From an optimization exercise on the open Yosys and OpenROAD flow, aimed at small area, a short achievable clock period and few clock cycles per item; shortcuts taken in it are not production practice.
At most, simulation tests tie the RTL to the original design; equivalence was not proved.
Power figures rest on the tool's default switching activity, not on a simulated workload.

## rvv_div
module rvv_div #(
  parameter int K   = 1,          
  parameter int ADD = 1           
) (
  input  logic         clk,
  input  logic         rst_n,
  input  logic         in_valid,
  input  logic [2:0]   in_rob_entry,
  input  logic [5:0]   in_funct6,
  input  logic [2:0]   in_funct3,
  input  logic [2:0]   in_eew,
  input  logic [127:0] in_vs1,
  input  logic [127:0] in_vs2,
  input  logic [31:0]  in_rs1,
  output logic         out_valid,
  output logic [2:0]   out_rob_entry,
  output logic [127:0] out_data,
  input  logic         out_ready
);
Settings: LEC_CHECK=0, CAP_MARGIN=40, CORE_MARGIN=2, CORE_UTILIZATION=60, SLEW_MARGIN=40; clock period 11.5 ns.
standard.sh (not shown) runs the stock make flow with config.mk's settings and CLKGATE_MAP_FILE= SYNTH_SCRIPT=/design/flow/synth_recipe.tcl, a recipe that flattens the netlist after the stock synthesis.
==> flow/flow/run.sh <==
#!/bin/bash
set -euo pipefail
bash standard.sh SETUP_SLACK_MARGIN=7.9 "BUFFER_PORTS_ARGS=-buffer_cell sky130_fd_sc_hd__buf_1" finish > standard.log 2>&1
Testbench counts at the start, summed over its fixed seeds: cycles 693,362, uops 32,000.
Rerun with:
==> flow/flow/run.sh (replaced) <==
#!/bin/bash
set -euo pipefail
bash standard.sh SETUP_SLACK_MARGIN=7.5 "BUFFER_PORTS_ARGS=-buffer_cell sky130_fd_sc_hd__buf_1" finish > standard.log 2>&1
--- a/flow/config.mk
+++ b/flow/config.mk
@@ -9,3 +9,3 @@
 export CORE_MARGIN = 2
-export CORE_UTILIZATION = 60
+export CORE_UTILIZATION = 45
 export SLEW_MARGIN = 40
Power falls by a few percent.
Synthesized area is unchanged.
Via count decreases by a few percent.
Clock skew shrinks by 0.010 ns.
Global-route usage goes down by 12 points.
Flip-flop and latch count stays the same.
Worst setup slack gets worse by 0.29 ns.
Non-clock buffer count drops by 37.

========
Setup of exp/onyx:
rvv_div, a different RTL version from the one above (not shown whole).
For scale: about 490 flip-flops, ~440 I/O pins.
Settings: LEC_CHECK=0, ABC_AREA=1, CAP_MARGIN=40, CORE_MARGIN=2, CORE_UTILIZATION=45, SLEW_MARGIN=40; clock period 11.5 ns.
==> flow/flow/run.sh <==
#!/bin/bash
set -euo pipefail
bash standard.sh SETUP_SLACK_MARGIN=7.9 "BUFFER_PORTS_ARGS=-buffer_cell sky130_fd_sc_hd__buf_1" finish > standard.log 2>&1
What exp/maple does differently from exp/onyx at the input level:
diff --git a/flow/config.mk b/flow/config.mk
--- a/flow/config.mk
+++ b/flow/config.mk
@@ -8 +7,0 @@
-export ABC_AREA = 1
@@ -11,0 +11,2 @@
+export CTS_CLUSTER_DIAMETER = 80
+export CTS_CLUSTER_SIZE = 20
Notes after the runs:
exp/maple: full flow OK, the timing, design-rule and antenna checks passed
| overall global routing resource usage | exp/maple vs exp/onyx | 0.65 points lower |
Average instance area after synthesis was lower in the run labelled exp/onyx.
End-of-flow core utilization in exp/maple is 1.6 points below exp/onyx.
Number of cells in the finished layout apart from fillers: exp/maple < exp/onyx
For exp/maple, the launch point of the worst path was in_vs2[11], unlike exp/onyx, where it was in_eew[2].
Most common cell after layout, fill and taps aside: nand2_1 -> exp/onyx, buf_1 -> exp/maple
[inputs] exp/raven vs exp/maple
==> flow/flow/run.sh <==
#!/bin/bash
set -euo pipefail
bash standard.sh SETUP_SLACK_MARGIN=8.05 "BUFFER_PORTS_ARGS=-buffer_cell sky130_fd_sc_hd__buf_1" finish > standard.log 2>&1
Findings:
The part of the total power dissipated in combinational logic in exp/raven sits 3.7 points above the value recorded for exp/maple.
exp/raven vs exp/maple, highest-delay cell along the critical path: edfxtp_1 vs or4_4
Compared with exp/maple, in exp/raven total power rose 650 uW; post-route cell area rose about 6.6%; worst setup slack fell 74 ps; global-route usage rose 0.68 points.
Summary of exp/raven over exp/maple: global-route wire length before repair increased by 1.8% relative to the old numbers; largest incremental delay on the critical path increased by 40 ps relative to the old numbers.
Biggest fanout along the worst timing path came out exactly the same in exp/raven and exp/maple.
Here is what was changed in the inputs of exp/ember compared with exp/raven.
==> flow/flow/run.sh <==
#!/bin/bash
set -euo pipefail
bash standard.sh SETUP_SLACK_MARGIN=7.9 "BUFFER_PORTS_ARGS=-buffer_cell sky130_fd_sc_hd__buf_1" finish > standard.log 2>&1
diff --git a/flow/config.mk b/flow/config.mk
--- a/flow/config.mk
+++ b/flow/config.mk
@@ -11,2 +11,2 @@
-export CTS_CLUSTER_DIAMETER = 80
-export CTS_CLUSTER_SIZE = 20
+export CTS_CLUSTER_DIAMETER = 100
+export CTS_CLUSTER_SIZE = 30
==> summary.txt <==
exp/ember vs exp/raven, worst setup slack went up by 96 ps. There was hardly any difference in count of multi-input gates between exp/raven and exp/ember. Diff exp/raven -> exp/ember: relative contribution of combinational cells to total power has decreased; area of the die ~0 delta. The via count of the first global-routing pass in exp/ember was lower than what exp/raven gave. exp/ember against exp/raven; clock group total power is down by a few percent. In exp/ember, the relative contribution of the clock network to total power came out 0.2 points above the value in exp/raven. Between exp/ember and exp/raven, it is exp/ember whose sequential group share of total power is higher, by 2.5 points. Comparing exp/ember against exp/raven, there is no change at all in placement row count. For total power, dividing the value from exp/ember by the value from exp/raven gives 0.928. Number of cells in the design after placement: exp/raven vs exp/ember, no meaningful difference.
Setup changes, exp/ember to exp/garnet
==> flow/flow/run.sh <==
#!/bin/bash
set -euo pipefail
bash standard.sh SETUP_SLACK_MARGIN=7.75 "BUFFER_PORTS_ARGS=-buffer_cell sky130_fd_sc_hd__buf_1" finish > standard.log 2>&1
diff --git a/flow/config.mk b/flow/config.mk
--- a/flow/config.mk
+++ b/flow/config.mk
@@ -11,2 +11,2 @@
-export CTS_CLUSTER_DIAMETER = 100
-export CTS_CLUSTER_SIZE = 30
+export CTS_CLUSTER_DIAMETER = 80
+export CTS_CLUSTER_SIZE = 20
==> comparison <==
- exp/garnet: non-clock buffering overhead in the final layout 0.74 points below exp/ember
- Fraction of final layout cells with drive strength greater than 1 is higher on exp/ember
- Summary of exp/garnet over exp/ember: final non-filler cell total fell by about 0.5%; area growth from synthesis to final layout fell by 0.97 points; post-cts sizing count fell by 26; overall global routing resource usage rose by 0.23 points.
- The lower clock network fraction of total power came out of exp/ember.
No run of this note included a check of the RTL's function; only the layout flow was run.

## re-timing with driven ports
In the flow no input, the clock included, has a driving cell. The finished layouts below were timed again as built, in two steps. Step 1, drivers: a clkbuf_16 drives clk and a buf_2 each remaining input, both assumed. Step 2 adds t to the input delays and takes it off the output delays; t is the mean of the earliest and latest rising clock arrival at the registers after step 1. Input paths then give back, and output paths get back, about the clock's delay inside the block. Three values: ideal ports, drivers, drivers and shift; two values: the first two.
| run | shift t [ns] | slack for setup (ns) | worst slew at a driven data input, ns |
|---|---|---|---|
| the first run of note 1 | 0.686 | 7.870 / 7.804 / 7.237 | 0.11 |
| the second run of note 1 | 0.693 | 7.584 / 7.630 / 6.937 | 0.14 |
| exp/onyx | 0.692 | 7.777 / 7.800 / 7.121 | 0.16 |
| exp/maple | 0.672 | 7.882 / 7.817 / 7.248 | 0.12 |
| exp/raven | 0.655 | 7.808 / 7.737 / 7.229 | 0.18 |
| exp/ember | 0.683 | 7.904 / 7.851 / 7.265 | 0.12 |
| exp/garnet | 0.653 | 7.784 / 7.783 / 7.163 | 0.12 |
After both steps every run listed still meets setup and hold. For exp/onyx, which loses most, drivers alone change the setup slack by +0.023 ns; drivers and shift together by -0.656 ns.
